This is an optimization exercise on Yosys and OpenROAD, whose aim is small area and a short achievable clock period, not a production implementation.
Only simulation tests tie the RTL to the original design; equivalence was not proved.
No driver is modelled on the clock port, so clocking that relies on it looks cheaper here than on a real chip.
Power and IR drop assume default switching activity.

$ cat flow/config.mk
export PLATFORM = sky130hd
export DESIGN_NAME = SMC_top
export DESIGN_NICKNAME = SMC_top
export VERILOG_FILES = /design/flow/design.v
export SDC_FILE = /design/flow/constraint.sdc
export NUM_CORES = 4
export LEC_CHECK = 0
export ABC_AREA = 1
export CAP_MARGIN = 20
export CORE_MARGIN = 2
export CORE_UTILIZATION = 40
export CTS_BUF_LIST = sky130_fd_sc_hd__clkbuf_8
export SLEW_MARGIN = 20
$ cat flow/constraint.sdc
create_clock -name core_clock -period 30.0 [get_ports {clk}]
set_input_delay 6.0000 -clock core_clock [delete_from_list [all_inputs] [get_ports {clk}]]
set_output_delay 6.0000 -clock core_clock [all_outputs]
set_load 0.01 [all_outputs]
$ cat flow/design.v
module SMC_top (
    input            clk,
    input      [1:0] mode,
    input      [2:0] Vgs0, Vgs1, Vgs2, Vgs3, Vgs4, Vgs5,
    input      [2:0] Vds0, Vds1, Vds2, Vds3, Vds4, Vds5,
    input      [2:0] W0, W1, W2, W3, W4, W5,
    output reg [9:0] out
);
    reg [1:0] r_mode;
    reg [2:0] r_Vgs0, r_Vgs1, r_Vgs2, r_Vgs3, r_Vgs4, r_Vgs5;
    reg [2:0] r_Vds0, r_Vds1, r_Vds2, r_Vds3, r_Vds4, r_Vds5;
    reg [2:0] r_W0, r_W1, r_W2, r_W3, r_W4, r_W5;
    wire [9:0] core_out;
    always @(posedge clk) begin
        r_mode <= mode;
        r_Vgs0 <= Vgs0; r_Vgs1 <= Vgs1; r_Vgs2 <= Vgs2;
        r_Vgs3 <= Vgs3; r_Vgs4 <= Vgs4; r_Vgs5 <= Vgs5;
        r_Vds0 <= Vds0; r_Vds1 <= Vds1; r_Vds2 <= Vds2;
        r_Vds3 <= Vds3; r_Vds4 <= Vds4; r_Vds5 <= Vds5;
        r_W0 <= W0; r_W1 <= W1; r_W2 <= W2;
        r_W3 <= W3; r_W4 <= W4; r_W5 <= W5;
        out <= core_out;
    end
    SMC core (
        .out(core_out), .mode(r_mode),
        .Vgs0(r_Vgs0), .Vgs1(r_Vgs1), .Vgs2(r_Vgs2), .Vgs3(r_Vgs3), .Vgs4(r_Vgs4), .Vgs5(r_Vgs5),
        .Vds0(r_Vds0), .Vds1(r_Vds1), .Vds2(r_Vds2), .Vds3(r_Vds3), .Vds4(r_Vds4), .Vds5(r_Vds5),
        .W0(r_W0), .W1(r_W1), .W2(r_W2), .W3(r_W3), .W4(r_W4), .W5(r_W5)
    );
endmodule

module CalcLut(Vgs, Vds, yI, yG, y3I, y3G, y23I, y23G);
  input [2:0] Vgs;
  wire [2:0] Vgs;
  input [2:0] Vds;
  wire [2:0] Vds;
  output [5:0] yI;
  wire [5:0] yI;
  output [5:0] yG;
  wire [5:0] yG;
  output [3:0] y3I;
  wire [3:0] y3I;
  output [3:0] y3G;
  wire [3:0] y3G;
  output [4:0] y23I;
  wire [4:0] y23I;
  output [4:0] y23G;
  wire [4:0] y23G;
  wire _0_;
  wire _10_;
  wire _11_;
  wire _12_;
  wire _13_;
  wire _14_;
  wire _15_;
  wire _16_;
  wire _17_;
  wire _18_;
  wire _19_;
  wire _1_;
  wire _20_;
  wire _21_;
  wire _22_;
  wire _23_;
  wire _24_;
  wire _25_;
  wire _26_;
  wire _27_;
  wire _28_;
  wire _29_;
  wire _2_;
  wire _30_;
  wire _31_;
  wire _32_;
  wire _33_;
  wire _34_;
  wire _35_;
  wire _36_;
  wire _37_;
  wire _38_;
  wire _39_;
  wire _3_;
  wire _40_;
  wire _41_;
  wire _42_;
  wire _43_;
  wire _44_;
  wire _45_;
  wire _46_;
  wire _47_;
  wire _48_;
  wire _49_;
  wire _4_;
  wire _50_;
  wire _51_;
  wire _52_;
  wire _53_;
  wire _54_;
  wire _55_;
  wire _56_;
  wire _57_;
  wire _58_;
  wire _59_;
  wire _5_;
  wire _60_;
  wire _61_;
  wire _62_;
  wire _6_;
  wire _7_;
  wire _8_;
  wire _9_;
  assign _5_ = ~(_6_ | _34_);
  assign _4_ = ~(Vds[0] & Vds[1]);
  assign _3_ = _4_ & ~(Vds[2]);
  assign _2_ = _3_ | _31_;
  assign _1_ = Vgs[1] & ~(_2_);
  assign y23I[4] = _1_ & ~(_5_);
  assign _0_ = Vgs[0] | ~(Vds[2]);
  assign _62_ = _21_ & ~(_39_);
  assign _61_ = _0_ & ~(_62_);
  assign _60_ = Vgs[2] & ~(_61_);
  assign yI[3] = _60_ | _33_;
  assign _59_ = ~(_28_ | Vds[0]);
  assign _58_ = _28_ & ~(_32_);
  assign _57_ = ~(_58_ | _59_);
  assign _56_ = ~(_57_ | _62_);
  assign yG[1] = ~_56_;
  assign y23G[3] = yI[5] & ~(_36_);
  assign y23G[2] = ~(y23G[3] | _2_);
  assign _55_ = y23G[2] & _37_;
  assign _54_ = _25_ & ~(_7_);
  assign _53_ = _36_ & ~(_22_);
  assign _52_ = _53_ | _15_;
  assign _51_ = _52_ | _54_;
  assign y23I[1] = _51_ | _55_;
  assign _50_ = _3_ & ~(_22_);
  assign _49_ = Vgs[1] & ~(_26_);
  assign y23I[0] = _49_ | _50_;
  assign _48_ = _10_ | _20_;
  assign yI[2] = _5_ | ~(_48_);
  assign _47_ = _8_ & ~(yI[3]);
  assign _46_ = _48_ & ~(_47_);
  assign y23I[3] = _18_ & ~(_46_);
  assign yI[1] = Vgs[0] & ~(_56_);
  assign yG[2] = _12_ | ~(_34_);
  assign yG[3] = _22_ & ~(_9_);
  assign _45_ = _59_ & ~(yG[3]);
  assign _44_ = _56_ | _18_;
  assign _43_ = yG[2] | _31_;
  assign _42_ = ~(_43_ | _57_);
  assign y23G[0] = _42_ | ~(_44_);
  assign _41_ = _15_ | ~(_43_);
  assign _40_ = _41_ & ~(y23G[0]);
  assign y23G[1] = _40_ | _45_;
  assign _39_ = ~Vgs[1];
  assign _38_ = Vds[0] & Vgs[0];
  assign _37_ = _38_ | _39_;
  assign _36_ = ~Vds[1];
  assign _35_ = Vds[2] | ~(Vgs[2]);
  assign _34_ = _35_ | _36_;
  assign _33_ = _37_ & ~(_34_);
  assign _32_ = ~Vgs[0];
  assign _31_ = ~Vgs[2];
  assign _30_ = Vgs[1] & ~(Vds[1]);
  assign _29_ = Vds[2] & ~(_30_);
  assign _28_ = _29_ | _31_;
  assign _27_ = _28_ | _32_;
  assign _26_ = _27_ | _33_;
  assign _25_ = Vgs[1] & ~(_35_);
  assign _24_ = Vgs[0] | ~(Vds[0]);
  assign _23_ = _25_ & ~(_24_);
  assign _22_ = Vgs[1] | Vgs[0];
  assign _21_ = ~(Vds[1] | Vds[2]);
  assign _20_ = ~(_21_ | _22_);
  assign _19_ = ~(_20_ | _23_);
  assign y23I[2] = ~(_19_ & _26_);
  assign _18_ = Vgs[2] & ~(_21_);
  assign _17_ = ~(Vgs[1] & Vgs[0]);
  assign _16_ = Vds[1] & ~(_17_);
  assign _15_ = _31_ & ~(_17_);
  assign _14_ = _22_ & ~(_15_);
  assign _13_ = Vds[2] & ~(_14_);
  assign _12_ = _13_ | _16_;
  assign _11_ = _35_ & ~(_12_);
  assign _10_ = _11_ | _25_;
  assign _9_ = ~(Vgs[2] & Vds[2]);
  assign yI[5] = ~(_9_ | _17_);
  assign _8_ = _10_ & ~(yI[5]);
  assign yI[4] = _8_ & _18_;
  assign _7_ = Vgs[0] & ~(Vds[0]);
  assign _6_ = ~(_7_ | _23_);
  assign y23G[4] = 1'h0;
  assign y3G = { 1'h0, y23G[3:1] };
  assign y3I = y23I[4:1];
  assign { yG[5:4], yG[0] } = 3'h0;
  assign yI[0] = yG[1];
endmodule
module Calc(output [6:0] val, input m, input [2:0] Vgs, Vds, W);
    wire [5:0] yI, yG; wire [3:0] y3I, y3G; wire [4:0] y23I, y23G;
    CalcLut t(.Vgs(Vgs), .Vds(Vds), .yI(yI), .yG(yG), .y3I(y3I), .y3G(y3G), .y23I(y23I), .y23G(y23G));
    wire [5:0] y = m ? yI : yG; wire [3:0] y3 = m ? y3I : y3G; wire [4:0] y23 = m ? y23I : y23G;
    wire q2 = W[2] & W[1];
    wire q1 = ~q2 & (W[2] | (W[1] & W[0]));
    wire r1 = (W == 3'd1) | (W == 3'd4) | (W == 3'd7);
    wire r2 = (W == 3'd2) | (W == 3'd5);
    wire [6:0] A = ({7{q2}} & {y, 1'b0}) | ({7{q1}} & {1'b0, y});
    wire [4:0] B = ({5{r1}} & {1'b0, y3}) | ({5{r2}} & y23);
    assign val = A + B;
endmodule
module Cmp7(a, b, ge);
  input [6:0] a;
  wire [6:0] a;
  input [6:0] b;
  wire [6:0] b;
  output ge;
  wire ge;
  wire _0_;
  wire _10_;
  wire _11_;
  wire _12_;
  wire _13_;
  wire _14_;
  wire _15_;
  wire _16_;
  wire _17_;
  wire _18_;
  wire _19_;
  wire _1_;
  wire _20_;
  wire _21_;
  wire _22_;
  wire _23_;
  wire _2_;
  wire _3_;
  wire _4_;
  wire _5_;
  wire _6_;
  wire _7_;
  wire _8_;
  wire _9_;
  assign _8_ = a[6] | ~(b[6]);
  assign _7_ = b[6] | ~(a[6]);
  assign _6_ = a[5] | ~(b[5]);
  assign _5_ = b[5] | ~(a[5]);
  assign _4_ = a[4] | ~(b[4]);
  assign _3_ = b[4] | ~(a[4]);
  assign _2_ = a[3] | ~(b[3]);
  assign _1_ = b[1] | ~(a[1]);
  assign _0_ = a[0] | ~(b[0]);
  assign _23_ = _1_ & ~(_0_);
  assign _22_ = b[2] & ~(a[2]);
  assign _21_ = b[1] & ~(a[1]);
  assign _20_ = _21_ | _22_;
  assign _19_ = _20_ | _23_;
  assign _18_ = a[3] & ~(b[3]);
  assign _17_ = a[2] & ~(b[2]);
  assign _16_ = _17_ | _18_;
  assign _15_ = _19_ & ~(_16_);
  assign _9_ = _2_ & ~(_15_);
  assign _10_ = _3_ & ~(_9_);
  assign _11_ = _4_ & ~(_10_);
  assign _12_ = _5_ & ~(_11_);
  assign _13_ = _6_ & ~(_12_);
  assign _14_ = _7_ & ~(_13_);
  assign ge = _8_ & ~(_14_);
endmodule
module Dec5(b, top, sp, sq, sr);
  input [4:0] b;
  wire [4:0] b;
  input top;
  wire top;
  output sp;
  wire sp;
  output sq;
  wire sq;
  output sr;
  wire sr;
  wire _0_;
  wire _10_;
  wire _11_;
  wire _12_;
  wire _13_;
  wire _14_;
  wire _15_;
  wire _16_;
  wire _17_;
  wire _18_;
  wire _19_;
  wire _1_;
  wire _20_;
  wire _2_;
  wire _3_;
  wire _4_;
  wire _5_;
  wire _6_;
  wire _7_;
  wire _8_;
  wire _9_;
  assign _11_ = b[2] & b[4];
  assign _10_ = b[0] ^ b[1];
  assign _9_ = ~(_10_ ^ b[3]);
  assign _8_ = b[2] ^ b[4];
  assign _7_ = _8_ & ~(_9_);
  assign _6_ = _7_ | _11_;
  assign _5_ = b[0] | b[1];
  assign _4_ = _10_ & ~(b[3]);
  assign _3_ = _5_ & ~(_4_);
  assign _2_ = _3_ & _6_;
  assign _1_ = _2_ ^ top;
  assign _0_ = ~(_8_ ^ _9_);
  assign _20_ = ~(_0_ ^ top);
  assign _19_ = ~(_3_ ^ _6_);
  assign _12_ = ~(_19_ & _20_);
  assign sq = _1_ & ~(_12_);
  assign _13_ = ~(_0_ & top);
  assign _14_ = _19_ | ~(_0_);
  assign _15_ = _3_ | _6_;
  assign _16_ = top & ~(_15_);
  assign _17_ = _14_ & ~(_16_);
  assign sp = _13_ & ~(_17_);
  assign _18_ = _16_ | _20_;
  assign sr = _1_ & ~(_18_);
endmodule
module Sort(
    output [5:0] sp, sq, sr,
    input top,
    input [6:0] n0, n1, n2, n3, n4, n5);
    wire g01;   
    Cmp7 k01(.a(n0), .b(n1), .ge(g01));
    wire g02;   
    Cmp7 k02(.a(n0), .b(n2), .ge(g02));
    wire g03;   
    Cmp7 k03(.a(n0), .b(n3), .ge(g03));
    wire g04;   
    Cmp7 k04(.a(n0), .b(n4), .ge(g04));
    wire g05;   
    Cmp7 k05(.a(n0), .b(n5), .ge(g05));
    wire g12;   
    Cmp7 k12(.a(n1), .b(n2), .ge(g12));
    wire g13;   
    Cmp7 k13(.a(n1), .b(n3), .ge(g13));
    wire g14;   
    Cmp7 k14(.a(n1), .b(n4), .ge(g14));
    wire g15;   
    Cmp7 k15(.a(n1), .b(n5), .ge(g15));
    wire g23;   
    Cmp7 k23(.a(n2), .b(n3), .ge(g23));
    wire g24;   
    Cmp7 k24(.a(n2), .b(n4), .ge(g24));
    wire g25;   
    Cmp7 k25(.a(n2), .b(n5), .ge(g25));
    wire g34;   
    Cmp7 k34(.a(n3), .b(n4), .ge(g34));
    wire g35;   
    Cmp7 k35(.a(n3), .b(n5), .ge(g35));
    wire g45;   
    Cmp7 k45(.a(n4), .b(n5), .ge(g45));
    Dec5 d0(.b({~g05, ~g04, ~g03, ~g02, ~g01}), .top(top), .sp(sp[0]), .sq(sq[0]), .sr(sr[0]));
    Dec5 d1(.b({~g15, ~g14, ~g13, ~g12, g01}), .top(top), .sp(sp[1]), .sq(sq[1]), .sr(sr[1]));
    Dec5 d2(.b({~g25, ~g24, ~g23, g12, g02}), .top(top), .sp(sp[2]), .sq(sq[2]), .sr(sr[2]));
    Dec5 d3(.b({~g35, ~g34, g23, g13, g03}), .top(top), .sp(sp[3]), .sq(sq[3]), .sr(sr[3]));
    Dec5 d4(.b({~g45, g34, g24, g14, g04}), .top(top), .sp(sp[4]), .sq(sq[4]), .sr(sr[4]));
    Dec5 d5(.b({g45, g35, g25, g15, g05}), .top(top), .sp(sp[5]), .sq(sq[5]), .sr(sr[5]));
endmodule
module Choose(out, w, sp, sq, sr, n0, n1, n2, n3, n4, n5);
  output [9:0] out;
  wire [9:0] out;
  input w;
  wire w;
  input [5:0] sp;
  wire [5:0] sp;
  input [5:0] sq;
  wire [5:0] sq;
  input [5:0] sr;
  wire [5:0] sr;
  input [6:0] n0;
  wire [6:0] n0;
  input [6:0] n1;
  wire [6:0] n1;
  input [6:0] n2;
  wire [6:0] n2;
  input [6:0] n3;
  wire [6:0] n3;
  input [6:0] n4;
  wire [6:0] n4;
  input [6:0] n5;
  wire [6:0] n5;
  wire _0_;
  wire _100_;
  wire _101_;
  wire _102_;
  wire _103_;
  wire _104_;
  wire _105_;
  wire _106_;
  wire _107_;
  wire _108_;
  wire _109_;
  wire _10_;
  wire _110_;
  wire _111_;
  wire _112_;
  wire _113_;
  wire _114_;
  wire _115_;
  wire _116_;
  wire _117_;
  wire _118_;
  wire _119_;
  wire _11_;
  wire _120_;
  wire _121_;
  wire _122_;
  wire _123_;
  wire _124_;
  wire _125_;
  wire _126_;
  wire _127_;
  wire _128_;
  wire _129_;
  wire _12_;
  wire _130_;
  wire _131_;
  wire _132_;
  wire _133_;
  wire _134_;
  wire _135_;
  wire _136_;
  wire _137_;
  wire _138_;
  wire _139_;
  wire _13_;
  wire _140_;
  wire _141_;
  wire _142_;
  wire _143_;
  wire _144_;
  wire _145_;
  wire _146_;
  wire _147_;
  wire _148_;
  wire _149_;
  wire _14_;
  wire _150_;
  wire _151_;
  wire _152_;
  wire _153_;
  wire _154_;
  wire _155_;
  wire _156_;
  wire _157_;
  wire _158_;
  wire _159_;
  wire _15_;
  wire _160_;
  wire _161_;
  wire _162_;
  wire _163_;
  wire _164_;
  wire _165_;
  wire _166_;
  wire _167_;
  wire _168_;
  wire _169_;
  wire _16_;
  wire _170_;
  wire _171_;
  wire _172_;
  wire _173_;
  wire _174_;
  wire _175_;
  wire _176_;
  wire _177_;
  wire _178_;
  wire _179_;
  wire _17_;
  wire _180_;
  wire _181_;
  wire _182_;
  wire _183_;
  wire _184_;
  wire _185_;
  wire _186_;
  wire _187_;
  wire _188_;
  wire _189_;
  wire _18_;
  wire _190_;
  wire _191_;
  wire _192_;
  wire _193_;
  wire _194_;
  wire _195_;
  wire _196_;
  wire _197_;
  wire _198_;
  wire _199_;
  wire _19_;
  wire _1_;
  wire _200_;
  wire _201_;
  wire _202_;
  wire _203_;
  wire _204_;
  wire _205_;
  wire _206_;
  wire _207_;
  wire _208_;
  wire _209_;
  wire _20_;
  wire _210_;
  wire _211_;
  wire _212_;
  wire _213_;
  wire _214_;
  wire _215_;
  wire _216_;
  wire _217_;
  wire _218_;
  wire _219_;
  wire _21_;
  wire _220_;
  wire _221_;
  wire _222_;
  wire _223_;
  wire _224_;
  wire _225_;
  wire _226_;
  wire _227_;
  wire _228_;
  wire _229_;
  wire _22_;
  wire _230_;
  wire _231_;
  wire _232_;
  wire _233_;
  wire _234_;
  wire _235_;
  wire _236_;
  wire _237_;
  wire _238_;
  wire _239_;
  wire _23_;
  wire _240_;
  wire _241_;
  wire _242_;
  wire _243_;
  wire _244_;
  wire _245_;
  wire _246_;
  wire _247_;
  wire _248_;
  wire _249_;
  wire _24_;
  wire _250_;
  wire _251_;
  wire _252_;
  wire _253_;
  wire _254_;
  wire _255_;
  wire _256_;
  wire _257_;
  wire _258_;
  wire _259_;
  wire _25_;
  wire _260_;
  wire _261_;
  wire _262_;
  wire _263_;
  wire _264_;
  wire _265_;
  wire _266_;
  wire _267_;
  wire _268_;
  wire _269_;
  wire _26_;
  wire _270_;
  wire _271_;
  wire _272_;
  wire _273_;
  wire _274_;
  wire _275_;
  wire _276_;
  wire _277_;
  wire _278_;
  wire _279_;
  wire _27_;
  wire _280_;
  wire _281_;
  wire _282_;
  wire _283_;
  wire _284_;
  wire _285_;
  wire _286_;
  wire _287_;
  wire _288_;
  wire _289_;
  wire _28_;
  wire _290_;
  wire _291_;
  wire _292_;
  wire _293_;
  wire _294_;
  wire _295_;
  wire _296_;
  wire _297_;
  wire _298_;
  wire _299_;
  wire _29_;
  wire _2_;
  wire _300_;
  wire _301_;
  wire _302_;
  wire _303_;
  wire _304_;
  wire _305_;
  wire _306_;
  wire _307_;
  wire _308_;
  wire _309_;
  wire _30_;
  wire _310_;
  wire _311_;
  wire _312_;
  wire _313_;
  wire _314_;
  wire _315_;
  wire _316_;
  wire _317_;
  wire _318_;
  wire _319_;
  wire _31_;
  wire _320_;
  wire _321_;
  wire _322_;
  wire _323_;
  wire _324_;
  wire _325_;
  wire _326_;
  wire _327_;
  wire _328_;
  wire _329_;
  wire _32_;
  wire _330_;
  wire _331_;
  wire _332_;
  wire _333_;
  wire _334_;
  wire _335_;
  wire _336_;
  wire _337_;
  wire _338_;
  wire _339_;
  wire _33_;
  wire _340_;
  wire _341_;
  wire _342_;
  wire _343_;
  wire _344_;
  wire _345_;
  wire _346_;
  wire _347_;
  wire _348_;
  wire _349_;
  wire _34_;
  wire _350_;
  wire _351_;
  wire _352_;
  wire _353_;
  wire _354_;
  wire _355_;
  wire _356_;
  wire _357_;
  wire _358_;
  wire _359_;
  wire _35_;
  wire _360_;
  wire _361_;
  wire _362_;
  wire _363_;
  wire _364_;
  wire _365_;
  wire _366_;
  wire _367_;
  wire _368_;
  wire _369_;
  wire _36_;
  wire _370_;
  wire _371_;
  wire _372_;
  wire _373_;
  wire _374_;
  wire _375_;
  wire _376_;
  wire _377_;
  wire _378_;
  wire _379_;
  wire _37_;
  wire _380_;
  wire _381_;
  wire _382_;
  wire _383_;
  wire _384_;
  wire _38_;
  wire _39_;
  wire _3_;
  wire _40_;
  wire _41_;
  wire _42_;
  wire _43_;
  wire _44_;
  wire _45_;
  wire _46_;
  wire _47_;
  wire _48_;
  wire _49_;
  wire _4_;
  wire _50_;
  wire _51_;
  wire _52_;
  wire _53_;
  wire _54_;
  wire _55_;
  wire _56_;
  wire _57_;
  wire _58_;
  wire _59_;
  wire _5_;
  wire _60_;
  wire _61_;
  wire _62_;
  wire _63_;
  wire _64_;
  wire _65_;
  wire _66_;
  wire _67_;
  wire _68_;
  wire _69_;
  wire _6_;
  wire _70_;
  wire _71_;
  wire _72_;
  wire _73_;
  wire _74_;
  wire _75_;
  wire _76_;
  wire _77_;
  wire _78_;
  wire _79_;
  wire _7_;
  wire _80_;
  wire _81_;
  wire _82_;
  wire _83_;
  wire _84_;
  wire _85_;
  wire _86_;
  wire _87_;
  wire _88_;
  wire _89_;
  wire _8_;
  wire _90_;
  wire _91_;
  wire _92_;
  wire _93_;
  wire _94_;
  wire _95_;
  wire _96_;
  wire _97_;
  wire _98_;
  wire _99_;
  wire _9_;
  wire _c115;
  wire _c116;
  wire _c117;
  wire _c118;
  wire _c119;
  wire _c120;
  wire _c121;
  wire _c122;
  wire _c22;
  wire _c61;
  assign _313_ = ~(n5[0] & sr[5]);
  assign _312_ = n0[0] & sr[0];
  assign _311_ = _313_ & ~(_312_);
  assign _310_ = n3[0] & sr[3];
  assign _309_ = n4[0] & sr[4];
  assign _308_ = _309_ | _310_;
  assign _307_ = n1[0] & sr[1];
  assign _306_ = n2[0] & sr[2];
  assign _305_ = _306_ | _307_;
  assign _304_ = _305_ | _308_;
  assign _303_ = _311_ & ~(_304_);
  assign _302_ = w & ~(_303_);
  assign _301_ = ~(n4[1] & sp[4]);
  assign _300_ = n0[1] & sp[0];
  assign _299_ = _301_ & ~(_300_);
  assign _298_ = n2[1] & sp[2];
  assign _297_ = n5[1] & sp[5];
  assign _296_ = _297_ | _298_;
  assign _295_ = n3[1] & sp[3];
  assign _294_ = n1[1] & sp[1];
  assign _293_ = _294_ | _295_;
  assign _292_ = _293_ | _296_;
  assign _291_ = _299_ & ~(_292_);
  assign _290_ = ~(sr[4] & n4[1]);
  assign _289_ = sr[0] & n0[1];
  assign _288_ = _290_ & ~(_289_);
  assign _287_ = sr[5] & n5[1];
  assign _286_ = sr[3] & n3[1];
  assign _285_ = _286_ | _287_;
  assign _284_ = sr[2] & n2[1];
  assign _283_ = sr[1] & n1[1];
  assign _282_ = _283_ | _284_;
  assign _281_ = _282_ | _285_;
  assign _280_ = _288_ & ~(_281_);
  assign _279_ = _280_ ^ _291_;
  assign _278_ = ~(sq[5] & n5[1]);
  assign _277_ = sq[1] & n1[1];
  assign _276_ = _278_ & ~(_277_);
  assign _275_ = sq[2] & n2[1];
  assign _274_ = sq[3] & n3[1];
  assign _273_ = _274_ | _275_;
  assign _272_ = sq[4] & n4[1];
  assign _271_ = sq[0] & n0[1];
  assign _270_ = _271_ | _272_;
  assign _269_ = _270_ | _273_;
  assign _268_ = _276_ & ~(_269_);
  assign _267_ = _268_ | w;
  assign _266_ = ~(n3[0] & sp[3]);
  assign _265_ = n0[0] & sp[0];
  assign _264_ = _266_ & ~(_265_);
  assign _263_ = n4[0] & sp[4];
  assign _262_ = n5[0] & sp[5];
  assign _261_ = _262_ | _263_;
  assign _260_ = n2[0] & sp[2];
  assign _259_ = n1[0] & sp[1];
  assign _258_ = _259_ | _260_;
  assign _257_ = _258_ | _261_;
  assign _256_ = _264_ & ~(_257_);
  assign _255_ = w & ~(_256_);
  assign _254_ = _267_ & ~(_255_);
  assign _253_ = _254_ ^ _279_;
  assign _252_ = _256_ | _303_;
  assign _251_ = ~w;
  assign _250_ = ~(n4[0] & sq[4]);
  assign _249_ = n2[0] & sq[2];
  assign _248_ = _250_ & ~(_249_);
  assign _247_ = n3[0] & sq[3];
  assign _246_ = n5[0] & sq[5];
  assign _245_ = _246_ | _247_;
  assign _244_ = n1[0] & sq[1];
  assign _243_ = n0[0] & sq[0];
  assign _242_ = _243_ | _244_;
  assign _241_ = _242_ | _245_;
  assign _240_ = _248_ & ~(_241_);
  assign _239_ = _251_ & ~(_240_);
  assign _238_ = ~(_256_ ^ _303_);
  assign _237_ = _239_ & ~(_238_);
  assign _236_ = _252_ & ~(_237_);
  assign _235_ = _236_ | _253_;
  assign _234_ = ~(n2[2] & sp[2]);
  assign _233_ = n1[2] & sp[1];
  assign _232_ = _234_ & ~(_233_);
  assign _231_ = n5[2] & sp[5];
  assign _230_ = n4[2] & sp[4];
  assign _229_ = _230_ | _231_;
  assign _228_ = n0[2] & sp[0];
  assign _227_ = n3[2] & sp[3];
  assign _226_ = _227_ | _228_;
  assign _225_ = _226_ | _229_;
  assign _224_ = _232_ & ~(_225_);
  assign _223_ = ~(n2[2] & sr[2]);
  assign _222_ = n1[2] & sr[1];
  assign _221_ = _223_ & ~(_222_);
  assign _220_ = n5[2] & sr[5];
  assign _219_ = n3[2] & sr[3];
  assign _218_ = _219_ | _220_;
  assign _217_ = n0[2] & sr[0];
  assign _216_ = n4[2] & sr[4];
  assign _215_ = _216_ | _217_;
  assign _214_ = _215_ | _218_;
  assign _213_ = _221_ & ~(_214_);
  assign _212_ = _213_ ^ _224_;
  assign _211_ = ~(n5[2] & sq[5]);
  assign _210_ = n0[2] & sq[0];
  assign _209_ = _211_ & ~(_210_);
  assign _208_ = n3[2] & sq[3];
  assign _207_ = n4[2] & sq[4];
  assign _206_ = _207_ | _208_;
  assign _205_ = n2[2] & sq[2];
  assign _204_ = n1[2] & sq[1];
  assign _203_ = _204_ | _205_;
  assign _202_ = _203_ | _206_;
  assign _201_ = _209_ & ~(_202_);
  assign _200_ = _201_ | w;
  assign _199_ = w & ~(_291_);
  assign _198_ = _200_ & ~(_199_);
  assign _197_ = _198_ ^ _212_;
  assign _196_ = w & ~(_240_);
  assign _195_ = _280_ | _291_;
  assign _194_ = _279_ & ~(_254_);
  assign _193_ = _195_ & ~(_194_);
  assign _192_ = ~(_193_ ^ _196_);
  assign _191_ = _192_ ^ _197_;
  assign _190_ = ~(_191_ ^ _235_);
  assign _c115 = ~(_190_ ^ _302_);
  assign _189_ = w & ~(_280_);
  assign _188_ = _196_ | ~(_193_);
  assign _187_ = _192_ & _197_;
  assign _186_ = _188_ & ~(_187_);
  assign _185_ = _186_ ^ _189_;
  assign _184_ = ~(n3[3] & sr[3]);
  assign _183_ = n2[3] & sr[2];
  assign _182_ = _184_ & ~(_183_);
  assign _181_ = n5[3] & sr[5];
  assign _180_ = n4[3] & sr[4];
  assign _179_ = _180_ | _181_;
  assign _178_ = n0[3] & sr[0];
  assign _177_ = n1[3] & sr[1];
  assign _176_ = _177_ | _178_;
  assign _175_ = _176_ | _179_;
  assign _174_ = _182_ & ~(_175_);
  assign _173_ = ~(n4[3] & sp[4]);
  assign _172_ = n2[3] & sp[2];
  assign _171_ = _173_ & ~(_172_);
  assign _170_ = n5[3] & sp[5];
  assign _169_ = n3[3] & sp[3];
  assign _168_ = _169_ | _170_;
  assign _167_ = n0[3] & sp[0];
  assign _166_ = n1[3] & sp[1];
  assign _165_ = _166_ | _167_;
  assign _164_ = _165_ | _168_;
  assign _163_ = _171_ & ~(_164_);
  assign _162_ = _163_ ^ _174_;
  assign _161_ = ~(n1[3] & sq[1]);
  assign _160_ = n3[3] & sq[3];
  assign _159_ = _161_ & ~(_160_);
  assign _158_ = n5[3] & sq[5];
  assign _157_ = n4[3] & sq[4];
  assign _156_ = _157_ | _158_;
  assign _155_ = n0[3] & sq[0];
  assign _154_ = n2[3] & sq[2];
  assign _153_ = _154_ | _155_;
  assign _152_ = _153_ | _156_;
  assign _151_ = _159_ & ~(_152_);
  assign _150_ = _151_ | w;
  assign _149_ = w & ~(_224_);
  assign _148_ = _150_ & ~(_149_);
  assign _147_ = _148_ ^ _162_;
  assign _146_ = w & ~(_268_);
  assign _145_ = _213_ | _224_;
  assign _144_ = _212_ & ~(_198_);
  assign _143_ = _145_ & ~(_144_);
  assign _142_ = ~(_143_ ^ _146_);
  assign _141_ = _142_ ^ _147_;
  assign _140_ = _141_ ^ _185_;
  assign _139_ = _191_ | _235_;
  assign _138_ = _302_ & ~(_190_);
  assign _137_ = _139_ & ~(_138_);
  assign _c116 = _137_ ^ _140_;
  assign _136_ = _137_ | _140_;
  assign _135_ = _186_ | _189_;
  assign _134_ = _141_ & _185_;
  assign _133_ = _134_ | ~(_135_);
  assign _132_ = w & ~(_213_);
  assign _131_ = _146_ | ~(_143_);
  assign _130_ = _142_ & _147_;
  assign _129_ = _131_ & ~(_130_);
  assign _128_ = _129_ ^ _132_;
  assign _127_ = ~(n2[4] & sr[2]);
  assign _126_ = n3[4] & sr[3];
  assign _125_ = _127_ & ~(_126_);
  assign _124_ = n5[4] & sr[5];
  assign _123_ = n4[4] & sr[4];
  assign _122_ = _123_ | _124_;
  assign _121_ = n1[4] & sr[1];
  assign _120_ = n0[4] & sr[0];
  assign _119_ = _120_ | _121_;
  assign _118_ = _119_ | _122_;
  assign _117_ = _125_ & ~(_118_);
  assign _116_ = ~(n3[4] & sp[3]);
  assign _115_ = n2[4] & sp[2];
  assign _114_ = _116_ & ~(_115_);
  assign _113_ = n5[4] & sp[5];
  assign _112_ = n4[4] & sp[4];
  assign _111_ = _112_ | _113_;
  assign _110_ = n0[4] & sp[0];
  assign _109_ = n1[4] & sp[1];
  assign _108_ = _109_ | _110_;
  assign _107_ = _108_ | _111_;
  assign _106_ = _114_ & ~(_107_);
  assign _105_ = _106_ ^ _117_;
  assign _104_ = ~(n3[4] & sq[3]);
  assign _103_ = n2[4] & sq[2];
  assign _102_ = _104_ & ~(_103_);
  assign _101_ = n5[4] & sq[5];
  assign _100_ = n4[4] & sq[4];
  assign _99_ = _100_ | _101_;
  assign _98_ = n0[4] & sq[0];
  assign _97_ = n1[4] & sq[1];
  assign _96_ = _97_ | _98_;
  assign _95_ = _96_ | _99_;
  assign _94_ = _102_ & ~(_95_);
  assign _93_ = _94_ | w;
  assign _92_ = w & ~(_163_);
  assign _91_ = _93_ & ~(_92_);
  assign _90_ = _91_ ^ _105_;
  assign _89_ = w & ~(_201_);
  assign _88_ = _163_ | _174_;
  assign _87_ = _162_ & ~(_148_);
  assign _86_ = _88_ & ~(_87_);
  assign _85_ = ~(_86_ ^ _89_);
  assign _84_ = _85_ ^ _90_;
  assign _83_ = ~(_84_ ^ _128_);
  assign _82_ = _83_ ^ _133_;
  assign _c117 = _82_ ^ _136_;
  assign _81_ = ~(n1[5] & sr[1]);
  assign _80_ = n3[5] & sr[3];
  assign _79_ = _81_ & ~(_80_);
  assign _78_ = n4[5] & sr[4];
  assign _77_ = n5[5] & sr[5];
  assign _76_ = _77_ | _78_;
  assign _75_ = n0[5] & sr[0];
  assign _74_ = n2[5] & sr[2];
  assign _73_ = _74_ | _75_;
  assign _72_ = _73_ | _76_;
  assign _71_ = _79_ & ~(_72_);
  assign _70_ = ~(n1[5] & sp[1]);
  assign _69_ = n4[5] & sp[4];
  assign _68_ = _70_ & ~(_69_);
  assign _67_ = n3[5] & sp[3];
  assign _66_ = n5[5] & sp[5];
  assign _65_ = _66_ | _67_;
  assign _64_ = n0[5] & sp[0];
  assign _63_ = n2[5] & sp[2];
  assign _62_ = _63_ | _64_;
  assign _61_ = _62_ | _65_;
  assign _60_ = _68_ & ~(_61_);
  assign _59_ = _60_ ^ _71_;
  assign _58_ = ~(n1[5] & sq[1]);
  assign _57_ = n3[5] & sq[3];
  assign _56_ = _58_ & ~(_57_);
  assign _55_ = n4[5] & sq[4];
  assign _54_ = n5[5] & sq[5];
  assign _53_ = _54_ | _55_;
  assign _52_ = n0[5] & sq[0];
  assign _51_ = n2[5] & sq[2];
  assign _50_ = _51_ | _52_;
  assign _49_ = _50_ | _53_;
  assign _48_ = _56_ & ~(_49_);
  assign _47_ = _48_ | w;
  assign _46_ = w & ~(_106_);
  assign _45_ = _47_ & ~(_46_);
  assign _44_ = ~(_45_ ^ _59_);
  assign _43_ = w & ~(_151_);
  assign _42_ = _106_ | _117_;
  assign _41_ = _105_ & ~(_91_);
  assign _40_ = _42_ & ~(_41_);
  assign _39_ = ~(_40_ ^ _43_);
  assign _38_ = ~(_39_ ^ _44_);
  assign _37_ = w & ~(_174_);
  assign _36_ = _89_ | ~(_86_);
  assign _35_ = _85_ & _90_;
  assign _34_ = _36_ & ~(_35_);
  assign _33_ = _34_ ^ _37_;
  assign _32_ = ~(_33_ ^ _38_);
  assign _31_ = _129_ | _132_;
  assign _30_ = _84_ & _128_;
  assign _29_ = _31_ & ~(_30_);
  assign _28_ = _29_ ^ _32_;
  assign _27_ = _133_ & ~(_83_);
  assign _26_ = _136_ & ~(_82_);
  assign _25_ = _26_ | _27_;
  assign _c118 = ~(_25_ ^ _28_);
  assign _24_ = ~(n5[6] & sp[5]);
  assign _23_ = n2[6] & sp[2];
  assign _22_ = _24_ & ~(_23_);
  assign _21_ = n4[6] & sp[4];
  assign _20_ = n3[6] & sp[3];
  assign _19_ = _20_ | _21_;
  assign _18_ = n0[6] & sp[0];
  assign _17_ = n1[6] & sp[1];
  assign _16_ = _17_ | _18_;
  assign _15_ = _16_ | _19_;
  assign _14_ = _22_ & ~(_15_);
  assign _13_ = n1[6] & sr[1];
  assign _12_ = n3[6] & sr[3];
  assign _11_ = ~(_12_ | _13_);
  assign _10_ = n4[6] & sr[4];
  assign _9_ = n5[6] & sr[5];
  assign _8_ = _9_ | _10_;
  assign _7_ = n0[6] & sr[0];
  assign _6_ = n2[6] & sr[2];
  assign _5_ = _6_ | _7_;
  assign _4_ = _5_ | _8_;
  assign _3_ = _11_ & ~(_4_);
  assign _2_ = _3_ ^ _14_;
  assign _1_ = ~(n2[6] & sq[2]);
  assign _0_ = n3[6] & sq[3];
  assign _384_ = _1_ & ~(_0_);
  assign _383_ = n5[6] & sq[5];
  assign _382_ = n4[6] & sq[4];
  assign _381_ = _382_ | _383_;
  assign _380_ = n0[6] & sq[0];
  assign _379_ = n1[6] & sq[1];
  assign _378_ = _379_ | _380_;
  assign _377_ = _378_ | _381_;
  assign _376_ = _384_ & ~(_377_);
  assign _375_ = _376_ | w;
  assign _374_ = w & ~(_60_);
  assign _373_ = _375_ & ~(_374_);
  assign _372_ = ~(_373_ ^ _2_);
  assign _371_ = _94_ | _251_;
  assign _370_ = ~(_60_ & _71_);
  assign _369_ = _45_ & _59_;
  assign _368_ = _370_ & ~(_369_);
  assign _367_ = ~(_368_ ^ _371_);
  assign _366_ = ~(_367_ ^ _372_);
  assign _365_ = w & ~(_117_);
  assign _364_ = ~_365_;
  assign _363_ = _43_ & ~(_40_);
  assign _362_ = _39_ & _44_;
  assign _361_ = ~(_362_ | _363_);
  assign _360_ = _361_ ^ _364_;
  assign _359_ = _360_ ^ _366_;
  assign _358_ = _34_ | _37_;
  assign _357_ = _33_ & _38_;
  assign _356_ = _358_ & ~(_357_);
  assign _355_ = ~(_356_ ^ _359_);
  assign _354_ = ~(_29_ & _32_);
  assign _353_ = _28_ & ~(_25_);
  assign _352_ = _354_ & ~(_353_);
  assign _c119 = ~(_352_ ^ _355_);
  assign _351_ = _14_ ^ _48_;
  assign _350_ = _351_ ^ _71_;
  assign _349_ = w & ~(_350_);
  assign _348_ = _371_ | ~(_368_);
  assign _347_ = _367_ & _372_;
  assign _346_ = _348_ & ~(_347_);
  assign _345_ = ~(_346_ ^ _349_);
  assign _344_ = ~(_3_ & _14_);
  assign _343_ = _373_ & _2_;
  assign _342_ = _344_ & ~(_343_);
  assign _341_ = ~(_342_ ^ _345_);
  assign _314_ = ~(_361_ & _364_);
  assign _315_ = _360_ & _366_;
  assign _316_ = _314_ & ~(_315_);
  assign _317_ = ~(_316_ ^ _341_);
  assign _318_ = _359_ | ~(_356_);
  assign _319_ = _355_ & ~(_352_);
  assign _320_ = _318_ & ~(_319_);
  assign _c120 = ~(_320_ ^ _317_);
  assign _321_ = ~(_376_ ^ _3_);
  assign _322_ = ~(_14_ & _48_);
  assign _323_ = _351_ & _71_;
  assign _324_ = _322_ & ~(_323_);
  assign _325_ = _324_ ^ _321_;
  assign _326_ = w & ~(_325_);
  assign _327_ = _349_ & ~(_346_);
  assign _328_ = _342_ & _345_;
  assign _329_ = _328_ | _327_;
  assign _330_ = _341_ | ~(_316_);
  assign _331_ = _317_ & ~(_320_);
  assign _332_ = _330_ & ~(_331_);
  assign _333_ = ~(_332_ ^ _329_);
  assign _c121 = _333_ ^ _326_;
  assign _334_ = _329_ & ~(_332_);
  assign _335_ = _333_ & _326_;
  assign _336_ = _335_ | _334_;
  assign _337_ = _324_ | _321_;
  assign _338_ = _376_ & _3_;
  assign _339_ = _338_ | _251_;
  assign _340_ = _337_ & ~(_339_);
  assign _c122 = _340_ ^ _336_;
  assign _c61 = _236_ ^ _253_;
  assign _c22 = ~(_238_ ^ _239_);
  assign out = { _c122, _c121, _c120, _c119, _c118, _c117, _c116, _c115, _c61, _c22 };
endmodule
module SMC(output [9:0] out,
           input [1:0] mode,
           input [2:0] Vgs0, Vgs1, Vgs2, Vgs3, Vgs4, Vgs5,
           input [2:0] Vds0, Vds1, Vds2, Vds3, Vds4, Vds5,
           input [2:0] W0, W1, W2, W3, W4, W5
           );
    wire [6:0] n0, n1, n2, n3, n4, n5;
    Calc c0(.val(n0), .m(mode[0]), .Vgs(Vgs0), .Vds(Vds0), .W(W0));
    Calc c1(.val(n1), .m(mode[0]), .Vgs(Vgs1), .Vds(Vds1), .W(W1));
    Calc c2(.val(n2), .m(mode[0]), .Vgs(Vgs2), .Vds(Vds2), .W(W2));
    Calc c3(.val(n3), .m(mode[0]), .Vgs(Vgs3), .Vds(Vds3), .W(W3));
    Calc c4(.val(n4), .m(mode[0]), .Vgs(Vgs4), .Vds(Vds4), .W(W4));
    Calc c5(.val(n5), .m(mode[0]), .Vgs(Vgs5), .Vds(Vds5), .W(W5));
    wire [5:0] sp, sq, sr;
    Sort sort_val(.sp(sp), .sq(sq), .sr(sr), .top(mode[1]),
                  .n0(n0), .n1(n1), .n2(n2), .n3(n3), .n4(n4), .n5(n5));
    Choose choose_out(.out(out), .w(mode[0]), .sp(sp), .sq(sq), .sr(sr),
                      .n0(n0), .n1(n1), .n2(n2), .n3(n3), .n4(n4), .n5(n5));
endmodule
$ cat flow/flow/run.sh
#!/bin/bash
# Own flow: the standard synthesis, then the combinational cells are
# re-mapped by ABC (flip-flops kept as they are, same names and cells); the standard flow's
# standard layout with small port buffers. After clock tree synthesis the
# output registers' clock pins get a short buffer chain of their own, so they
# are clocked a little later than the input registers (skew that helps the
# register-to-register paths; it only lengthens the paths to the outputs).
set -euo pipefail
HERE=$(pwd)
R=$HERE/orfs/results/$FLOW_PLATFORM/SMC_top/base
LIB=$FLOW_HOME/platforms/sky130hd/lib/sky130_fd_sc_hd__tt_025C_1v80.lib
source $HERE/flow/params.sh
bash standard.sh synth > synth_std.log 2>&1
cp $R/1_2_yosys.v $HERE/synth_std.v
DU=$(grep -A40 "DONT_USE_CELLS +=" $FLOW_HOME/platforms/sky130hd/config.mk | grep -o "sky130_fd_sc_hd__[a-z0-9_]*" | sed 's/^/-dont_use /' | tr '\n' ' ')
cat > resynth.ys <<EOT
read_liberty -ignore_miss_func $LIB
blackbox sky130_fd_sc_hd__dfxtp_1
read_verilog $HERE/synth_std.v
hierarchy -top $FLOW_TOP
flatten
opt_clean
abc -script $HERE/flow/resynth.abc -liberty $LIB $DU -D $ABC_D
opt_clean -purge
hilomap -singleton -hicell sky130_fd_sc_hd__conb_1 HI -locell sky130_fd_sc_hd__conb_1 LO
stat -liberty $LIB
write_verilog -noattr -nohex -nodec $HERE/synth_re.v
EOT
yosys -s resynth.ys > resynth.log 2>&1
cp $HERE/synth_re.v $R/1_2_yosys.v
rm -f $R/1_synth.odb $R/1_synth.sdc
bash standard.sh "BUFFER_PORTS_ARGS=$PORT_BUF_ARGS" ${CTS_ARGS:+"CTS_ARGS=$CTS_ARGS"} $EXTRA_MAKE cts > layout_cts.log 2>&1
if [[ -n "$SKEW_CELLS" ]]; then
  # SKEW_CELLS: candidate chains separated by ';'. Each is tried on the placed
  # design; the one that leaves the largest worst setup slack (with no hold
  # violation) is kept.
  cp $R/4_cts.odb $HERE/4_cts_noskew.odb
  best=""; best_ws=-1000; i=0
  IFS=';' read -ra CANDS <<< "$SKEW_CELLS"
  for chain in "${CANDS[@]}"; do
    i=$((i+1))
    cp $HERE/4_cts_noskew.odb $R/4_cts.odb
    R=$R LIB=$LIB SKEW_CELLS="$chain" HOLD_FIX="${HOLD_FIX:-}" RR_DERATE=${RR_DERATE:-0} ROOT_REGS="${ROOT_REGS:-}" PRE_REPAIR="${PRE_REPAIR:-}" SKEW_WRITE=0 openroad -no_init -exit $HERE/flow/skew.tcl > skew_try$i.log 2>&1 || true
    res=$(grep '^RESULT' skew_try$i.log | tail -1 || true)
    ws=$(echo "$res" | awk '{print $2}'); wh=$(echo "$res" | awk '{print $3}')
    echo "candidate $i {$chain}: $res" >> skew_choice.log
    if [[ -n "$ws" ]] && awk -v ws="$ws" -v wh="$wh" -v b="$best_ws" 'BEGIN { exit !(wh >= 0 && ws > b) }'; then
      best="$chain"; best_ws=$ws
    fi
  done
  echo "chosen {$best}" >> skew_choice.log
  cp $HERE/4_cts_noskew.odb $R/4_cts.odb
  if [[ -n "$best" ]]; then
    R=$R LIB=$LIB SKEW_CELLS="$best" HOLD_FIX="${HOLD_FIX:-}" RR_DERATE=${RR_DERATE:-0} ROOT_REGS="${ROOT_REGS:-}" PRE_REPAIR="${PRE_REPAIR:-}" SKEW_WRITE=1 openroad -no_init -exit $HERE/flow/skew.tcl > skew.log 2>&1
  fi
fi
bash standard.sh "BUFFER_PORTS_ARGS=$PORT_BUF_ARGS" ${CTS_ARGS:+"CTS_ARGS=$CTS_ARGS"} $EXTRA_MAKE ${FINISH_MAKE:-} finish > layout.log 2>&1
$ cat flow/flow/params.sh
ABC_D=6500
PORT_BUF_ARGS="-buffer_cell sky130_fd_sc_hd__buf_1"
EXTRA_MAKE=""
SKEW_CELLS="sky130_fd_sc_hd__clkdlybuf4s50_1 sky130_fd_sc_hd__clkbuf_8;sky130_fd_sc_hd__clkdlybuf4s50_1 sky130_fd_sc_hd__clkdlybuf4s25_1 sky130_fd_sc_hd__clkbuf_8;sky130_fd_sc_hd__clkdlybuf4s50_1 sky130_fd_sc_hd__clkdlybuf4s50_1 sky130_fd_sc_hd__clkbuf_8;sky130_fd_sc_hd__clkdlybuf4s50_1 sky130_fd_sc_hd__clkdlybuf4s50_1 sky130_fd_sc_hd__clkdlybuf4s15_1 sky130_fd_sc_hd__clkbuf_8;sky130_fd_sc_hd__clkdlybuf4s50_1 sky130_fd_sc_hd__clkdlybuf4s50_1 sky130_fd_sc_hd__clkdlybuf4s25_1 sky130_fd_sc_hd__clkbuf_8;sky130_fd_sc_hd__clkdlybuf4s50_1 sky130_fd_sc_hd__clkdlybuf4s50_1 sky130_fd_sc_hd__clkdlybuf4s50_1 sky130_fd_sc_hd__clkbuf_8"
HOLD_FIX="sky130_fd_sc_hd__dlygate4sd3_1 0.15 1.0"
RR_DERATE=0.5
CTS_ARGS="-sink_clustering_enable -repair_clock_nets -dont_use_dummy_load -buf_list sky130_fd_sc_hd__clkbuf_8"
PRE_REPAIR=0.6
$ cat flow/flow/resynth.abc
strash; dch; map -D 6500; topo; buffer -p; upsize -D 6500; dnsize -D 6500
$ cat flow/flow/skew.tcl
# Give the output registers (out[*]) a clock branch of their own: a chain of
# the cells in SKEW_CELLS (first nearest the clock tree), the last one driving
# all of their clock pins. Edits 4_cts.odb in place.
proc load {} {
  read_db $::env(R)/4_cts.odb
  read_liberty $::env(LIB)
  read_sdc $::env(R)/4_cts.sdc
  set_propagated_clock [all_clocks]
  source $::env(FLOW_HOME)/platforms/sky130hd/setRC.tcl
  estimate_parasitics -placement
}
proc apply_chain {chain} {
  # PRE_REPAIR d: first speed up the register-to-register paths (before the
  # skew is added) until their worst slack has improved by d ns, or as far as
  # the resizer gets.
  if {[info exists ::env(PRE_REPAIR)] && $::env(PRE_REPAIR) ne ""} {
    set rr0 [get_property [lindex [find_timing_paths -to [all_registers -data_pins] -path_delay max] 0] slack]
    set_dont_use [get_lib_cells {sky130_fd_sc_hd__probe_p_8 sky130_fd_sc_hd__probec_p_8 sky130_fd_sc_hd__lpflow_*}]
    repair_timing -setup -setup_margin [expr {$rr0 + $::env(PRE_REPAIR)}] -repair_tns 100 -sequence "unbuffer,sizeup,swap,buffer"
    detailed_placement
    estimate_parasitics -placement
    set rr1 [get_property [lindex [find_timing_paths -to [all_registers -data_pins] -path_delay max] 0] slack]
    puts "pre-repair: reg-to-reg worst slack $rr0 -> $rr1"
  }
  # ROOT_REGS: registers whose clock pins move to the clock tree's root
  # buffer output (earlier clock than the tree's leaves).
  if {[info exists ::env(ROOT_REGS)] && $::env(ROOT_REGS) ne ""} {
    set cp [get_pins -of_objects [get_nets clk] -filter "direction == input"]
    set root [get_cells -of_objects $cp]
    set rnet [get_nets -of_objects [get_pins -of_objects $root -filter "direction == output"]]
    puts "root buffer [get_full_name $root] net [get_full_name $rnet]"
    foreach rn $::env(ROOT_REGS) {
      foreach c [get_cells $rn] {
        set it [[sta::sta_to_db_inst $c] findITerm CLK]
        $it disconnect
        $it connect [sta::sta_to_db_net $rnet]
        puts "moved [get_full_name $c] to the root clock net"
      }
    }
    estimate_parasitics -placement
  }
  set pins {}
  set xs 0; set ys 0
  foreach c [get_cells *] {
    if {[regexp {^out\[} [get_full_name $c]] && [string match "sky130_fd_sc_hd__dfxtp_*" [get_property $c ref_name]]} {
      lappend pins [get_pins -of_objects $c -filter "name == CLK"]
      set bb [[sta::sta_to_db_inst $c] getBBox]
      set xs [expr {$xs + [$bb xMin]}]; set ys [expr {$ys + [$bb yMin]}]
    }
  }
  set n [llength $pins]
  puts "output registers: $n"
  set loc [list [expr {$xs / $n / 1000.0}] [expr {$ys / $n / 1000.0}]]
  puts "before:"
  report_clock_skew
  set tip $pins
  set diff 1
  foreach cell [lreverse $chain] {
    if {$diff} {
      insert_buffer -buffer_cell $cell -load_pins $tip -load_pins_on_diff_nets -location $loc
    } else {
      insert_buffer -buffer_cell $cell -load_pins $tip -location $loc
    }
    set diff 0
    set drv [get_pins -of_objects [get_nets -of_objects [lindex $tip 0]] -filter "direction == output"]
    set buf [get_cells -of_objects $drv]
    puts "inserted [get_full_name $buf] ([get_property $buf ref_name])"
    set tip [list [get_pins -of_objects $buf -filter "direction == input"]]
  }
  detailed_placement
  estimate_parasitics -placement
  # Hold: the mode registers reach the outputs both through long paths and
  # through short ones. Delay only the short branches (loads whose paths have
  # setup slack to spare), so that the long paths keep the skew's gain.
  proc mode_loads {net} {
    set out {}
    foreach p [get_pins -of_objects $net -filter "direction == input"] {
      set c [get_cells -of_objects $p]
      if {[regexp {^sky130_fd_sc_hd__(buf|clkbuf|inv|clkinv)_} [get_property $c ref_name]]} {
        set o [get_pins -of_objects $c -filter "direction == output"]
        set out [concat $out [mode_loads [get_nets -of_objects $o]]]
      } else {
        lappend out $p
      }
    }
    return $out
  }
  if {[info exists ::env(HOLD_FIX)] && $::env(HOLD_FIX) ne ""} {
    lassign $::env(HOLD_FIX) hold_cell hold_target setup_guard
    set ws [worst_slack -max]; puts "worst setup slack $ws"
    for {set round 0} {$round < 3} {incr round} {
      set ws [worst_slack -max]
      foreach r [get_cells r_mode*] {
        set q [get_pins -of_objects $r -filter "direction == output"]
        set pick {}
        foreach p [mode_loads [get_nets -of_objects $q]] {
          set smin [get_property $p slack_min]
          set smax [get_property $p slack_max]
          if {$smin < $hold_target && $smax > $ws + $setup_guard} { lappend pick $p; puts "  pick [get_full_name $p] min $smin max $smax" }
        }
        puts "[get_full_name $r]: [llength $pick] short-path loads delayed"
        # one delay cell per net, so that every load keeps the signal (and the
        # polarity) it had
        set bynet [dict create]
        foreach p $pick { dict lappend bynet [get_full_name [get_nets -of_objects $p]] $p }
        dict for {nn ps} $bynet {
          insert_buffer -buffer_cell $hold_cell -load_pins $ps
        }
      }
      detailed_placement
      estimate_parasitics -placement
      if {[worst_slack -min] >= $hold_target} { break }
    }
    detailed_placement
    estimate_parasitics -placement
  }
}
load
apply_chain $::env(SKEW_CELLS)
set rr [get_property [lindex [find_timing_paths -to [all_registers -data_pins] -path_delay max] 0] slack]
set ou [get_property [lindex [find_timing_paths -to [all_outputs] -path_delay max] 0] slack]
puts "RESULT [expr {min($rr - $::env(RR_DERATE), $ou)}] [worst_slack -min] $rr $ou"
if {$::env(SKEW_WRITE) eq "0"} { exit 0 }
check_placement -verbose
puts "after:"
report_clock_skew
report_checks -path_delay max -digits 3
puts "reg2reg:"
report_checks -path_delay max -to [all_registers -data_pins] -digits 3 -format end
report_checks -path_delay min -digits 3
report_checks -to [all_outputs] -path_delay max -digits 3
write_db $::env(R)/4_cts.odb
$ cat flow/standard.sh
#!/bin/bash
# synth_recipe.tcl (not shown) runs the flow's synth.tcl, then flattens the netlist and writes it again
# the make line also repeats each setting of config.mk as NAME=value (left out here)
make -C /OpenROAD-flow-scripts/flow DESIGN_CONFIG=/design/flow/config.mk WORK_HOME=/design/flow/orfs CLKGATE_MAP_FILE= SYNTH_SCRIPT=/design/flow/synth_recipe.tcl "${@:-finish}"
==> results.cfg, run 1 <==
[clock_tree]
cts-buffers-inserted = 9
cts_tree = built
number_of_gates_given_a_new_drive_strength_after_cts = 0
cts.root.buffer_cell = clkbuf_8
cts_sinks = 66
cts.hold.buffers_added = 0
cts-htree-levels = 3
clock_tree.buffer_depth = 2
post-cts-setup-buffers = 0
clkSlewWorstSetupHoldPaths_ns = 0.09
worst_skew_pair.late_latency_ns = 1.26

[timing]
final_hold_viol_count = 0
post-route-min-period_ns = 7.73
setup-violations-final = 0
layout_worst_path_cycle_share_pct = 25.8
timing_worst_slew_pin_value_ns = 0.948
achievable-frequency_ghz = 0.129
fin_worst_skew_ns = 0.914
slew_viol_final = 0
setup_repair_after_global_routing_missed_its_margin = false
slew_headroom_pct = 36.3
aggregate_negative_setup_slack_ns = 0

[power]
p_leak_nw = 4.48
powerDensity_nw_per_um2 = 123
irDropWorstVdd_v = 0.000107

[global_routing]
grt_pass1_vias = 9703
grt_usage_pct = 24.2
global_route_wire_length_before_repair_um = 45400
grt_antenna_before_repair = 0
grt.overflow.total = 0
grt_start_max_net_pins = 46

[setup_path]
worstReg2RegEnd = out[9]$_DFF_P_
critical-path-top-delay-family = flip-flops
path_cells = buf_1
critical-path-max-stage-delay_ns = 0.32
worstSetupStartpoint = out[9]$_DFF_P_
setup.worst_path.class = register to output port
timing.critical_path.buf_inv = 1
r2r-start = r_Vgs2[1]$_DFF_P_
endpoint = out[9]
timing.critical_path.depth = 1
ff2ff_path_depth = 50
timing.critical_path.arrival_ns = 1.73
crit_path_start_kind = register
cp.required_ns = 24.00
crit_slowest_cell = dfxtp_1
crit_path_end_kind = output port
worst-r2r-setup-slack_ns = 22.40
highest_net_fanout_along_the_worst_path = 1

[die]
core_region_area_um2 = 21200
io-pin-count = 67
die-area_um2 = 22900
die_y_um = 151
number_of_core_rows = 53
start_util_pct = 41.0
die_w_um = 151

[synthesis]
synth_fp_nets = 1607
syn-instance-count = 1550
post_synth_instance_area_um2 = 8670
syn-mean-instance-area_um2 = 5.59
yosys_warnings = 1

[route]
routed_wirelength_um = 27500
ant_nets = 0
via_per_inst = 5.64
drt_iter0_drc = 897
wl_per_cell_um = 14.5
via_count = 10700
drt_pre_antenna_iters = 7
post-route-drc-count = 0

[placed_design]
place_congestion = 0.990
hpwl_um = 21900
port_buffers = 66

[layout]
antennaDiodeCount = 0
syn2layout_area_growth_pct = 9.48
finalCoreUtilization_pct = 44.9
num-nets-final = 1683
fill_cell_instance_count_of_the_final_layout = 2280
drive_gt1_share_pct = 4.68

[outcome]
outcome = complete, no violations

[hold_path]
hold_path_class = register to register

[flow_run]
timing.max_cap.violations = 0
## final cells by class
| type | instances | area (µm²) | share of cell area, % |
|---|---|---|---|
| Multi-Input combinational cell | 1205 | 6360 | 67.0 |
| Inverter | 269 | 1010 | 10.7 |
| Clock buffer | 12 | 158 | 1.66 |
| Tap cell | 275 | 344 | 3.63 |
| Timing Repair Buffer | 72 | 299 | 3.15 |
| Sequential cell | 66 | 1320 | 13.9 |
## metal layers
layer | wire length (µm) | share of wire [%] | GRT usage, % | up-vias
met1 | 12500 | 46 | 31.9 | 4758
met4 | 626 | 2.3 | 8.27 | 0
met2 | 12400 | 45 | 40.2 | 465
li1 | - | - | - | 5426
met5 | 0 | 0 | 0 | -
met3 | 1970 | 7.1 | 3.46 | 70
## state kept, by name, indices dropped and copies added, names as in the netlist
register and count:
r_W1 3, out 10, r_W3 3, r_Vgs1 3, r_Vgs2 3, r_Vds3 3
r_Vgs3 3, r_W2 3, r_W4 3, r_W0 3, r_Vds4 3, r_Vds0 3
r_W5 3, r_Vgs0 3, r_Vgs5 3, r_Vds2 3, r_Vgs4 3, r_mode 2
r_Vds5 3, r_Vds1 3
## through the flow
stage,setup slack (ns),cell area (µm²),power [mW],cells,hold WS [ns]
after floorplan,22.38,8670,0.893,1550,1.03
after global placement,21.30,9240,1.07,1884,0.947
after detailed placement,21.14,9240,1.08,1884,0.944
after CTS,21.05,9370,1.15,1893,0.996
after global routing,21.22,9490,1.31,1899,0.408
final,22.27,9490,1.17,1899,0.339
## cells in the final DEF, fill, tap and decap left out, types with 5 or more instances in the layout
master / count
xor2_1: 36
o21a_1: 8
nor2_1: 241
and2_1: 7
nand4_1: 6
nor2_2: 7
a22oi_1: 36
clkbuf_8: 10
or2_2: 16
a22o_1: 5
nand3_1: 41
nand2_1: 313
a32o_1: 8
nor3_1: 34
a31oi_1: 6
a21oi_1: 95
o221ai_1: 53
dfxtp_1: 66
or2_1: 10
inv_2: 16
buf_1: 66
o21ai_0: 115
inv_1: 251
o22ai_1: 47
o211ai_1: 8
a221oi_1: 9
o21ai_1: 19
xnor2_1: 13
a32oi_1: 11
## how the worst min path moves through the flow
| stage | startpoint | to | cells after the start |
|---|---|---|---|
| 2_1_floorplan | r_mode[0]$_DFF_P_ | out[0]$_DFF_P_ | 2 |
| 4_1_cts | r_mode[0]$_DFF_P_ | out[0]$_DFF_P_ | 3 |
| 6_report | r_mode[0]$_DFF_P_ | out[5]$_DFF_P_ | 8 |
| 3_5_place_dp | r_mode[0]$_DFF_P_ | out[0]$_DFF_P_ | 3 |
| 3_3_place_gp | r_mode[0]$_DFF_P_ | out[0]$_DFF_P_ | 3 |
| 5_1_grt | r_mode[0]$_DFF_P_ | out[5]$_DFF_P_ | 8 |
## power by group
part	internal, mW	total, mW	switching, mW
combinational	0.357	0.985	0.627
clock	0.0336	0.0714	0.0378
sequential	0.109	0.115	0.00603
==> run 2: changes to the inputs <==
==> flow/flow/params.sh (replaced) <==
ABC_D=6500
PORT_BUF_ARGS="-buffer_cell sky130_fd_sc_hd__buf_1"
EXTRA_MAKE=""
SKEW_CELLS="none"
HOLD_FIX=""
RR_DERATE=0.5
CTS_ARGS="-sink_clustering_enable -repair_clock_nets -dont_use_dummy_load -buf_list sky130_fd_sc_hd__clkbuf_8"
PRE_REPAIR=0.6
--- a/flow/flow/skew.tcl
+++ b/flow/flow/skew.tcl
@@ -55,6 +55,7 @@
   report_clock_skew
   set tip $pins
   set diff 1
+  if {$chain eq "none"} { set chain {} }
   foreach cell [lreverse $chain] {
     if {$diff} {
       insert_buffer -buffer_cell $cell -load_pins $tip -load_pins_on_diff_nets -location $loc
==> run 2 against run 1 <==
  * Cell count shrank 0.21%
  * Register-to-register slack lost 0.91 ns
  * Critical path depth grew 49
  * Critical endpoint is now out[9]$_DFF_P_
  * Count of clock-buffer cells in the layout shrank 3
  * Via count shrank 0.43%
  * Area after synthesis is the same
  * Non-clock buffer count shrank 1
  * Synthesized cell count is the same
  * Clock power shrank about 10%
  * Maximum frequency shrank 9.2%
  * Wire length grew 0.16%
  * Still clean on timing, DRC and antenna
==> results.cfg, run 2 <==
[outcome]
outcome = complete, no violations

[setup_path]
setup.worst_path.class = register to register
ff2ff_path_depth = 50
crit_path_start_kind = register
cp.required_ns = 30.28
timing.critical_path.arrival_ns = 8.79
cp_common_cell = nand2_1
worstReg2RegEnd = out[9]$_DFF_P_
r2r-start = r_Vgs2[1]$_DFF_P_
highest_net_fanout_along_the_worst_path = 8
critical-path-max-stage-delay_ns = 0.41
crit_slowest_cell = dfxtp_1
crit_path_end_kind = register
worst-r2r-setup-slack_ns = 21.49

[synthesis]
synth_fp_nets = 1607
syn-mean-instance-area_um2 = 5.59
post_synth_instance_area_um2 = 8670
yosys_warnings = 1
syn-instance-count = 1550

[placed_design]
place_congestion = 0.990
port_buffers = 66
dpl_cell_area_um2 = 9240
hpwl_um = 21900

[global_routing]
grt.overflow.total = 0
grt_start_max_net_pins = 46
grt_usage_pct = 24.2
global_route_wire_length_before_repair_um = 45300
grt_antenna_before_repair = 0
grt_pass1_vias = 9674

[layout]
fill_cell_instance_count_of_the_final_layout = 2282
multiInputGateArea_um2 = 6360
final_cell_mix = nand2_1, inv_1, nor2_1
antennaDiodeCount = 0
syn2layout_area_growth_pct = 8.98
layout_commonest_cell = nand2_1
top_register = out
drive_gt1_share_pct = 4.63
final_cell_area_um2 = 9450
num-nets-final = 1679
sequential_cell_area_um2 = 1320
finalCoreUtilization_pct = 44.7
largest_reg_flops = 10

[route]
post-route-drc-count = 0
ant_nets = 0
route.layer.met1.wl_um = 12500
drt_iter0_drc = 914
via_count = 10700
routed-wl-met2_um = 12300
dr_wl_met3_um = 2010
wl_per_cell_um = 14.5
drt_pre_antenna_iters = 6
routed_wirelength_um = 27500
via_per_inst = 5.63
routed.top_layer = met4

[power]
p_leak_nw = 4.46
cell_internal_power_mw = 0.493
share_clk_of_total_power_pct = 5.5
share_seq_of_total_power_pct = 9.9
comb_power_share_pct = 84.6
power_switching_share_pct = 57.6
total_power_mw = 1.16
p_sw_mw = 0.668
powerDensity_nw_per_um2 = 123
irDropWorstVdd_v = 0.000112

[clock_tree]
worst_skew_pair.late_latency_ns = 0.38
number_of_gates_given_a_new_drive_strength_after_cts = 0
cts-htree-levels = 3
cts.root.buffer_cell = clkbuf_8
clock_tree.buffer_depth = 2
cts_tree = built
clkSlewWorstSetupHoldPaths_ns = 0.09
cts_sinks = 66
cts.hold.buffers_added = 0
post-cts-setup-buffers = 0
cts-buffers-inserted = 9

[die]
io-pin-count = 67
start_util_pct = 41.0
number_of_core_rows = 53
die_y_um = 151
core_region_area_um2 = 21200
die_w_um = 151
die-area_um2 = 22900

[flow_run]
timing.max_cap.violations = 0

[timing]
hold-worst-slack_ns = 0.922
layout_worst_path_cycle_share_pct = 28.4
achievable-frequency_ghz = 0.118
post-route-min-period_ns = 8.51
setup-violations-final = 0
slew_viol_final = 0
slew_headroom_pct = 36.0
aggregate_negative_setup_slack_ns = 0
fin_worst_skew_ns = 0.0258
setup_repair_after_global_routing_missed_its_margin = false
final_hold_viol_count = 0
timing_worst_slew_pin_value_ns = 0.952

[hold_path]
hold_path_class = register to register
hold_path_depth = 3
whs_endpoint = out[0]$_DFF_P_
worst_hold_startpoint = r_mode[0]$_DFF_P_
[run 2: final cells by class]
| cell class | count | area share (%) |
|---|---|---|
| tap | 275 | 3.64 |
| clock buffer | 9 | 1.31 |
| timing repair buffer | 71 | 3.06 |
| sequential | 66 | 14.0 |
| multi-input combinational | 1205 | 67.3 |
| inverter | 269 | 10.7 |
[run 2: worst max-delay path by stage]
stage | start | end | slack [ns] | cells after the start
after global routing | r_Vgs1[1]$_DFF_P_ | out[9]$_DFF_P_ | 20.25 | 52
final | r_Vgs2[1]$_DFF_P_ | out[9]$_DFF_P_ | 21.49 | 50
after global placement | r_mode[0]$_DFF_P_ | out[9]$_DFF_P_ | 21.30 | 47
after detailed placement | r_mode[0]$_DFF_P_ | out[9]$_DFF_P_ | 21.14 | 47
after CTS | r_mode[0]$_DFF_P_ | out[9]$_DFF_P_ | 21.05 | 47
after floorplan | r_mode[0]$_DFF_P_ | out[9]$_DFF_P_ | 22.38 | 44
[run 2: critical path: cells and delay by family, from the launching register on]
family                     cells  cell delay [ns]
AOI/OAI and AO/OA             25             4.16
and+or+nand+nor               18             2.47
xor gates and xnor gates       4             0.76
DFF                            1             0.41
adders and majority gates      1             0.33
buffers and inverters          2             0.29
[run 2: power groups by stage]
| stage | logic [mW] | registers, mW | clock network, mW |
|---|---|---|---|
| 2_1_floorplan | 0.774 | 0.119 | 0 |
| 3_3_place_gp | 0.953 | 0.117 | 0 |
| 3_5_place_dp | 0.959 | 0.116 | 0 |
| 4_1_cts | 0.964 | 0.114 | 0.0672 |
| 5_1_grt | 1.12 | 0.116 | 0.0692 |
| 6_report | 0.982 | 0.115 | 0.0641 |
[run 2: routing by layer]
metal / track usage, % / vias to the layer above
met5: 0 / -
met4: 8.93 / 0
met3: 3.43 / 75
met2: 40.1 / 483
met1: 31.8 / 4687
li1: - / 5428
[run 2: per-stage QoR]
stage / cells / worst slack, ns
floorplan: 1550 / 22.38
global placement: 1884 / 21.30
detailed placement: 1884 / 21.14
CTS: 1893 / 21.05
global route: 1895 / 20.25
finish: 1895 / 21.49

separate check: timing with driven ports:
The results above use ideal ports. As a check the final layouts listed here were re-extracted and re-timed, cells and wires unchanged.
Step 1 assumes that a clkbuf_16 drives the clock port and a buf_2 every other input.
Step 2, shift: input delay + t, output delay - t, t = (earliest + latest rising clock arrival at the registers) / 2. This alone moves slack from input paths to output paths.
Slacks: ideal ports / drivers / drivers and shift; pairs: ideal ports / drivers.
run | t (ns) | setup slack, ns | worst hold slack (ns) | worst setup path after step 2 | clock arrival spread, ns | worst register clock-pin slew, ns
run 1 | 0.852 | 22.273 / 22.228 / 22.395 | 0.339 / 0.339 / 0.339 | register to register | 0.914 / 0.914 | 0.09 / 0.09
run 2 | 0.407 | 21.489 / 21.489 / 21.489 | 0.922 / 0.922 / 0.922 | register to register | 0.026 / 0.027 | 0.09 / 0.09
In run 1 the clock reaches the registers at very different times; t lies between them, and the last value is a rough guide only.
